What follows belongs to an exercise in optimizing a design on an open flow for small area and a short achievable clock period; a production flow would make more cautious choices.
In this exercise RTL edits were held to simulation tests only and were not proved equivalent to the original.
No activity file was given, so power comes from the tool's default toggle rates.

===== design.v =====
`timescale 1ns / 1ps
module iob_fp_clz #(
             parameter DATA_W = 32 
             )
  (
   input [DATA_W-1:0]                data_i,
   output reg [$clog2(DATA_W+1)-1:0] data_o
   );
   localparam BIT_W = $clog2(DATA_W+1);
   integer                         i;
   always @* begin
      data_o = DATA_W[BIT_W-1:0];
      for (i=0; i < DATA_W; i=i+1) begin
         if (data_i[i]) begin
            data_o = (DATA_W[BIT_W-1:0] - i[BIT_W-1:0] - 1);
         end
      end
   end
endmodule
`timescale 1ns / 1ps
module iob_fp_special #(
                    parameter DATA_W = 32,
                    parameter EXP_W = 8
                    )
   (
    input [DATA_W-2:0] data_i,
    output             nan_o,
    output             infinite_o,
    output             zero_o,
    output             sub_normal_o
    );
   localparam MAN_W = DATA_W-EXP_W;
   wire [EXP_W-1:0]    exponent = data_i[DATA_W-2 -: EXP_W];
   wire [MAN_W-2:0]    mantissa = data_i[MAN_W-2:0];
   wire                exp_all_ones = &exponent;
   wire                exp_zero = ~|exponent;
   wire                man_zero = ~|mantissa;
   assign nan_o        = exp_all_ones & ~man_zero;
   assign infinite_o   = exp_all_ones & man_zero;
   assign zero_o       = exp_zero & man_zero;
   assign sub_normal_o = exp_zero & ~man_zero;
endmodule
`timescale 1ns / 1ps
module iob_fp_round #(
               parameter DATA_W = 24,
               parameter EXP_W = 8
               )
  (
   input [EXP_W-1:0]    exponent_i,
   input [DATA_W+3-1:0] mantissa_i,
   output [EXP_W-1:0]   exponent_rnd_o,
   output [DATA_W-2:0]  mantissa_rnd_o
   );
   wire                 round = ~mantissa_i[2]? 1'b0:
                                ~|mantissa_i[1:0] & ~mantissa_i[3]? 1'b0: 1'b1;
   wire [DATA_W-1:0] mantissa_rnd_int = round? mantissa_i[DATA_W+3-1:3] + 1'b1: mantissa_i[DATA_W+3-1:3];
   wire allOnes = &mantissa_i[DATA_W+3-1:3];
   wire [$clog2(DATA_W)-1:0] lzc;
   iob_fp_clz #(
         .DATA_W(DATA_W)
         )
   clz0
     (
      .data_i  (mantissa_rnd_int),
      .data_o (lzc)
      );
   assign exponent_rnd_o = allOnes ? (exponent_i + 1) : exponent_i - {{(EXP_W-$clog2(DATA_W)){1'b0}},lzc};
   wire [DATA_W-2:0] mantissa_rnd_norm = mantissa_rnd_int[DATA_W-2:0] << lzc;
   assign mantissa_rnd_o = allOnes ? 0 : mantissa_rnd_norm;
endmodule
`timescale 1ns / 1ps
module iob_fp_mul #(
                parameter DATA_W = 32,
                parameter EXP_W = 8
                )
   (
    input                   clk_i,
    input                   rst_i,
    input                   start_i,
    output reg              done_o,
    input [DATA_W-1:0]      op_a_i,
    input [DATA_W-1:0]      op_b_i,
    output                  overflow_o,
    output                  underflow_o,
    output                  exception_o,
    output reg [DATA_W-1:0] res_o
    );
   localparam MAN_W = DATA_W-EXP_W;
   localparam BIAS = 2**(EXP_W-1)-1;
   localparam EXTRA = 3;
   wire                     op_a_nan, op_a_inf, op_a_zero;
   iob_fp_special #(
                .DATA_W(DATA_W),
                .EXP_W(EXP_W)
                )
   special_op_a
     (
      .data_i      (op_a_i[DATA_W-2:0]),
      .nan_o        (op_a_nan),
      .infinite_o   (op_a_inf),
      .zero_o       (op_a_zero),
      .sub_normal_o ()
      );
   wire                     op_b_nan, op_b_inf, op_b_zero;
   iob_fp_special #(
                .DATA_W(DATA_W),
                .EXP_W(EXP_W)
                )
   special_op_b
     (
      .data_i       (op_b_i[DATA_W-2:0]),
      .nan_o        (op_b_nan),
      .infinite_o   (op_b_inf),
      .zero_o       (op_b_zero),
      .sub_normal_o ()
      );
   wire                     special = op_a_nan | op_a_inf | op_b_nan | op_b_inf;
wire any_nan = op_a_nan | op_b_nan;
wire any_inf = op_a_inf | op_b_inf;
wire any_zero = op_a_zero | op_b_zero;
reg any_zero_1,any_zero_2,any_zero_3;
always @(posedge clk_i) begin
   any_zero_1 <= any_zero;
   any_zero_2 <= any_zero_1;
   any_zero_3 <= any_zero_2;
end
   wire [MAN_W-1:0]         A_Mantissa = {1'b1, op_a_i[MAN_W-2:0]};
   wire [EXP_W-1:0]         A_Exponent = op_a_i[DATA_W-2 -: EXP_W];
   wire                     A_sign     = op_a_i[DATA_W-1];
   wire [MAN_W-1:0]         B_Mantissa = {1'b1, op_b_i[MAN_W-2:0]};
   wire [EXP_W-1:0]         B_Exponent = op_b_i[DATA_W-2 -: EXP_W];
   wire                     B_sign     = op_b_i[DATA_W-1];
   reg                      A_sign_reg;
   reg [EXP_W-1:0]          A_Exponent_reg;
   reg [MAN_W-1:0]          A_Mantissa_reg;
   reg                      B_sign_reg;
   reg [EXP_W-1:0]          B_Exponent_reg;
   reg [MAN_W-1:0]          B_Mantissa_reg;
   reg                      done_int;
   always @(posedge clk_i) begin
      if (rst_i) begin
         A_sign_reg <= 1'b0;
         A_Exponent_reg <= {EXP_W{1'b0}};
         A_Mantissa_reg <= {MAN_W{1'b0}};
         B_sign_reg <= 1'b0;
         B_Exponent_reg <= {EXP_W{1'b0}};
         B_Mantissa_reg <= {MAN_W{1'b0}};
         done_int <= 1'b0;
      end else begin
         A_sign_reg <= A_sign;
         A_Exponent_reg <= A_Exponent;
         A_Mantissa_reg <= A_Mantissa;
         B_sign_reg <= B_sign;
         B_Exponent_reg <= B_Exponent;
         B_Mantissa_reg <= B_Mantissa;
         done_int <= start_i;
      end
   end
   wire                     Temp_sign = A_sign_reg ^ B_sign_reg;
   wire [EXP_W-1:0]         Temp_Exponent = A_Exponent_reg + B_Exponent_reg - BIAS;
   wire [2*MAN_W-1:0]       Temp_Mantissa = A_Mantissa_reg * B_Mantissa_reg;
   reg                      Temp_sign_reg;
   reg [EXP_W-1:0]          Temp_Exponent_reg;
   reg [MAN_W+EXTRA:0]      Temp_Mantissa_reg;
   reg                      done_int2;
   always @(posedge clk_i) begin
      if (rst_i) begin
         Temp_sign_reg <= 1'b0;
         Temp_Exponent_reg <= {EXP_W{1'b0}};
         Temp_Mantissa_reg <= {(MAN_W+EXTRA+1){1'b0}};
         done_int2 <= 1'b0;
      end else begin
         Temp_sign_reg <= Temp_sign;
         Temp_Exponent_reg <= Temp_Exponent;
         Temp_Mantissa_reg <= Temp_Mantissa[2*MAN_W-1 -: MAN_W+EXTRA+1];
         done_int2 <= done_int;
      end
   end
   wire [MAN_W+EXTRA-1:0]   Mantissa_int = Temp_Mantissa_reg[MAN_W+EXTRA]? Temp_Mantissa_reg[MAN_W+EXTRA:1] : Temp_Mantissa_reg[MAN_W+EXTRA-1:0];
   wire [EXP_W-1:0]         Exponent_int = Temp_Mantissa_reg[MAN_W+EXTRA]? Temp_Exponent_reg + 1'b1 : Temp_Exponent_reg;
   reg                      Temp_sign_reg2;
   reg [EXP_W-1:0]          Exponent_reg;
   reg [MAN_W+EXTRA-1:0]    Mantissa_reg;
   reg                      done_int3;
   always @(posedge clk_i) begin
      if (rst_i) begin
         Temp_sign_reg2 <= 1'b0;
         Exponent_reg <= {EXP_W{1'b0}};
         Mantissa_reg <= {(MAN_W+EXTRA){1'b0}};
         done_int3 <= 1'b0;
      end else begin
         Temp_sign_reg2 <= Temp_sign_reg;
         Exponent_reg <= Exponent_int;
         Mantissa_reg <= {Mantissa_int[MAN_W+EXTRA-1:1], Mantissa_int[0] | Temp_Mantissa_reg[0]};
         done_int3 <= done_int2;
      end
   end
   wire [MAN_W-2:0]         Mantissa_rnd;
   wire [EXP_W-1:0]         Exponent_rnd;
   iob_fp_round #(
           .DATA_W (MAN_W),
           .EXP_W  (EXP_W)
           )
   round0
     (
      .exponent_i     (Exponent_reg),
      .mantissa_i     (Mantissa_reg),
      .exponent_rnd_o (Exponent_rnd),
      .mantissa_rnd_o (Mantissa_rnd)
      );
   wire [MAN_W-2:0]         Mantissa = Mantissa_rnd[MAN_W-2:0];
   wire [EXP_W-1:0]         Exponent = Exponent_rnd;
   wire                     Sign = Temp_sign_reg2;
   wire [DATA_W-1:0]        res_in = any_zero_3 ? 32'b0 :
                                                  (any_nan ? {1'b0, {EXP_W{1'b1}}, 1'b1, {(DATA_W-EXP_W-2){1'b0}}} : 
                                                             (any_inf ? {Sign, {EXP_W{1'b1}}, {(DATA_W-EXP_W-1){1'b0}}} : {Sign, Exponent, Mantissa}));
   wire                     done_in = special? start_i: done_int3;
   always @(posedge clk_i) begin
      if (rst_i) begin
         res_o <= {DATA_W{1'b0}};
         done_o <= 1'b0;
      end else begin
         res_o <= res_in;
         done_o <= done_in;
      end
   end
   assign overflow_o = 1'b0;
   assign underflow_o = 1'b0;
   assign exception_o = 1'b0;
endmodule
`timescale 1ns / 1ps
module F_Mul  #(
    parameter DATA_W = 32
    )
   (
   input clk,
   input rst,
   input running,
   input [DATA_W-1:0] in0,
   input [DATA_W-1:0] in1,
   (* versat_latency = 4 *) output [DATA_W-1:0] out0
   );
wire [DATA_W-1:0] muller_out;
iob_fp_mul muller (
  .start_i(1'b1),
  .done_o (),
  .op_a_i(in0),
  .op_b_i(in1),
  .res_o(muller_out),
  .overflow_o(),
  .underflow_o(),
  .exception_o(),
  .clk_i(clk),
  .rst_i(rst)
);
assign out0 = running ? muller_out : 0;
endmodule

===== run.sh =====
#!/bin/bash
# synth_recipe.tcl (not shown) runs the flow's synth.tcl, then flattens the netlist and writes it again
# the make line also repeats each setting of config.mk as NAME=value (left out here)
make -C /OpenROAD-flow-scripts/flow DESIGN_CONFIG=/design/flow/config.mk WORK_HOME=/design/flow/orfs CLKGATE_MAP_FILE= SYNTH_SCRIPT=/design/flow/synth_recipe.tcl finish

===== config.mk =====
export PLATFORM = sky130hd
export DESIGN_NAME = F_Mul
export DESIGN_NICKNAME = F_Mul
export VERILOG_FILES = /design/flow/design.v
export SDC_FILE = /design/flow/constraint.sdc
export NUM_CORES = 4
export LEC_CHECK = 0
export CAP_MARGIN = 20
export CORE_MARGIN = 2
export CORE_UTILIZATION = 40
export SLEW_MARGIN = 20

===== constraint.sdc =====
create_clock -name core_clock -period 10.0 [get_ports {clk}]
set_input_delay 2.0000 -clock core_clock [delete_from_list [all_inputs] [get_ports {clk}]]
set_output_delay 2.0000 -clock core_clock [all_outputs]
set_load 0.01 [all_outputs]

==> reports/results.md <==
## STA
* **normalized max-slew margin** 0.1967
* **Hold WS** 332.5 ps
* **worst path setup slack after routing** 1842 ps
* **period utilization** 0.8158
* **Worst Max-Slew Pin Slew** 1203 ps
* **setup repair after global routing missed its margin** no
* **clk_skew** 17.67 ps
* **Fin. Hold Viols** 0
* **sum of negative setup slack** 0 ps
* **peak clock frequency supported by timing** 0.1226 GHz
* **max-slew violation count** 0
* **Setup-failing EPs final** 0
* **minimum clock period** 8158 ps

## Floorplan
* **standard-cell rows** 94
* **horizontal die dimension** 260.7 um
* **Die Outline Area** 67940 um2
* **overall die height** 260.7 um
* **top-level port count** 99
* **core outline area** 65510 um2
* **Starting Density** 0.4022

## Synthesis
* **Gate Count Post-Synth** 2917
* **Cell Area, Synth** 26350 um2
* **compound-cell area share of the yosys netlist** 0.06249
* **Synth Area in Simple Gates** 0.1952
* **dominant combinational cell family by area after synthesis** adder cells
* **number of synthesized register bits** 173
* **post-synthesis share of cell area spent on xor and xnor gates** 0.02721
* **count of flip-flops with a built-in enable after synthesis** 0
* **fraction of the mapped netlist area in adder cells** 0.4586
* **predominant post-synthesis flop cell** sky130_fd_sc_hd__dfxtp_1
* **Synth Net Count** 3660
* **number of distinct library cell variants in the gate-level netlist after synthesis** 91
* **register area share after synthesis** 0.1314
* **number of synthesis warnings** 2
* **fraction of synthesized area in multiplexers** 0.02745
* **fraction of registers with async set/reset** 0
* **average size of a mapped cell** 9.033 um2

## Detailed routing
* **routed wire length** 71160 um
* **wire length on met2** 33770 um
* **sum of routed wire segments on met1** 30840 um
* **detailed-router iteration count before antenna repair** 5
* **highest routed layer** met4
* **number of design rule violations left after detail routing** 0
* **Post-DRT Antenna Nets** 0
* **via/cell ratio** 5.249
* **WL per Instance** 18.84 um
* **number of vias in the routed layout** 19830
* **DRC violation total after the first TritonRoute iteration** 1229
* **WL met3** 4490 um

## Clock tree
* **number of levels the H-tree was split into** 4
* **root buffer cell** sky130_fd_sc_hd__clkbuf_16
* **TritonCTS buffer count** 17
* **worst skew pair latency** 470 ps
* **TritonCTS sink count** 173
* **# Post-CTS Setup Buffers** 0
* **maximum buffer depth of the clock tree** 2
* **clock slew seen by the registers of the worst setup and hold paths** 80 ps
* **TritonCTS clock tree** done
* **Hold-fix buffers, CTS** 0
* **cts repair resizes** 0

## Worst setup path
* **critical path cell sequence** nand2_1 -> fa_1 -> inv_1 -> fa_1 -> fa_1 -> fa_1 -> fa_1 -> inv_1 -> fa_1 -> inv_1 -> fa_1 -> ha_1 -> a21oi_1 -> o211a_1 -> o21ai_0 -> a211o_1 -> o21ai_1 -> buf_4 -> o21bai_1 -> a221o_1 -> a211o_1 -> a21o_1 -> a211o_1 -> and3_1
* **CP max FO** 24
* **type of element launching the critical path** flop
* **Data arrival, critical path** 8510 ps
* **type of the worst setup path** flop to flop
* **cells on worst reg2reg path** 24
* **Worst Path Required** 10350 ps
* **biggest cell delay along the critical path** 1120 ps
* **Worst path most repeated cell** sky130_fd_sc_hd__fa_1
* **capturing element type of the critical path** flop
* **Slowest-stage cell, CP** sky130_fd_sc_hd__dfxtp_1

## Power and ir drop
* **combinational group share of total power** 0.633
* **leakage component of the power** 13.02 nW
* **cell area power density** 160.7 nW/um2
* **share of total power in sequential cells** 0.212
* **maximum vdd drop** 0.1080 mV
* **cell-internal power** 2.407 mW
* **net switching share of the total power** 0.4753
* **post-layout total power** 4.588 mW
* **part of the total power dissipated in the clock network** 0.155
* **sw power** 2.181 mW

## Place
* **Routability Congestion** 0.8774
* **count of buffers inserted at the top-level ports** 98
* **post-detailed-placement half-perimeter wirelength** 54480 um
* **area after detailed placement** 27900 um2
* **setup slack at placement** 1944 ps

## Min path
* **Hold WC Path Type** flop to flop
* **depth of the worst hold-timing path** 0

## GRT
* **number of antenna violations at the first check in global routing** 0
* **overall global routing resource usage** 0.2171
* **pin count of the biggest net entering global routing** 75
* **total gr overflow** 0
* **first-pass GRT wire length** 114800 um
* **vias in the first global route** 21290

## Run
* **number of max-cap violations** 0

## Finish
* **most common cell after layout, fill and taps aside** sky130_fd_sc_hd__inv_1
* **antenna diode count** 0
* **commonest cells after routing, fill and taps aside** 504 x sky130_fd_sc_hd__inv_1, 483 x sky130_fd_sc_hd__fa_1, 423 x sky130_fd_sc_hd__nand2_1
* **flip-flop count of the largest register, all copies and words added** 32
* **Non-Filler Cell Area, Final** 28550 um2
* **Area growth syn-to-layout** 8.367%
* **nets** 3643
* **share of post-route cells with drive strength above 1** 0.04222

## Outcome
* **result of the run** no timing/DRC/antenna violations

==> synthesized netlist by cell type, drive strengths merged (16+ instances only) <==
cell type / count / area share
nor2b: 75 / 0.018
xnor2: 45 / 0.015
o21ai: 45 / 0.0087
clkbuf: 122 / 0.017
fa: 483 / 0.37
a21oi: 51 / 0.010
inv: 505 / 0.072
nor2: 113 / 0.016
a21o: 27 / 0.0077
and2: 242 / 0.058
dfxtp: 173 / 0.13
ha: 193 / 0.092
nand3: 35 / 0.0077
and3: 16 / 0.0038
nand2: 426 / 0.061
xor2: 36 / 0.012
nand4: 25 / 0.0067
nor3: 28 / 0.0065
nor4: 23 / 0.0065
buf: 34 / 0.0081
mux2i: 61 / 0.023
==> power groups by stage <==
stage	Combinational, mW	Clock (mW)	Sequential, mW
after floorplan	2.21	0	0.876
after global placement	2.84	0	0.984
after detailed placement	2.89	0	0.987
after CTS	2.91	0.724	0.971
after global routing	3.27	0.752	0.991
final	2.91	0.709	0.973
==> critical path: cells and delay by family (launching register included) <==
family | cells | cell delay (ps)
adder cells (fa/ha/maj) | 8 | 3860
buffers and inverters | 4 | 330
AND/OR/NAND/NOR | 2 | 380
AO/OA/AOI/OAI | 10 | 2330
flip-flops | 1 | 1120
==> routing by layer <==
layer  vias up  track usage
met5         -            0
met4         0      0.07349
met3       114      0.02593
met2       711       0.3618
met1     10030       0.2931
li1       8969            -
==> final timing paths <==
path	start	endpoint	slack, ps
hold reg to reg	muller.any_zero_1$_DFF_P_	muller.any_zero_2$_DFF_P_	330
setup reg to reg	muller.B_Mantissa_reg[3]$_SDFF_PP0_	muller.Temp_Mantissa_reg[25]$_SDFF_PP0_	1840
hold / removal	muller.any_zero_1$_DFF_P_	muller.any_zero_2$_DFF_P_	330
setup / recovery	muller.B_Mantissa_reg[3]$_SDFF_PP0_	muller.Temp_Mantissa_reg[25]$_SDFF_PP0_	1840
==> through the flow <==
stage | utilization | cells
finish | 0.4359 | 3777
global route | 0.4359 | 3777
CTS | 0.4354 | 3776
detailed placement | 0.4259 | 3744
global placement | 0.4258 | 3744
floorplan | - | 2917
==> logic make-up after synthesis <==
kind of cell / count (synthesis)
compound gates: 234
buf+inv: 662
simple gates: 1021
mux: 70
fa+ha+maj: 676
flops: 173
xor+xnor: 81
==> area by class of cell <==
| class | instances | area [um2] |
|---|---|---|
| Tap cell | 864 | 1081 |
| Inverter | 506 | 1901 |
| Timing Repair Buffer | 120 | 1151 |
| Fill cell | 6299 | 36960 |
| Sequential cell | 173 | 3485 |
| Clock inverter | 14 | 183.9 |
| Clock buffer | 18 | 439.2 |
| Multi-Input combinational cell | 2082 | 20310 |

-- re-timing with driven ports --
In the flow no input, the clock included, has a driving cell. The finished layout below was timed again as built, in two steps.
Step 1 sets driving cells, clkbuf_16 on the clock port and buf_2 on the other inputs (assumed; they add their load-dependent delay and slew).
Step 2 moves the port delays by t, midway between the first and last clock arrival at a register: inputs arrive t later, outputs are due t later. That takes back most of the time a late clock gives input paths.
Slacks: ideal / step 1 / step 2; pairs: ideal / step 1.
shift t [ns]: 0.516
slack for setup (ns): 1.842 / 1.842 / 1.842
hold slack, ns: 0.332 / 0.333 / 0.333
cell pins on the clock port's net: 1
After both steps this run still meets setup and hold. The setup slack of this run moves by 0.000 ns with the drivers and by 0.000 ns with both steps.
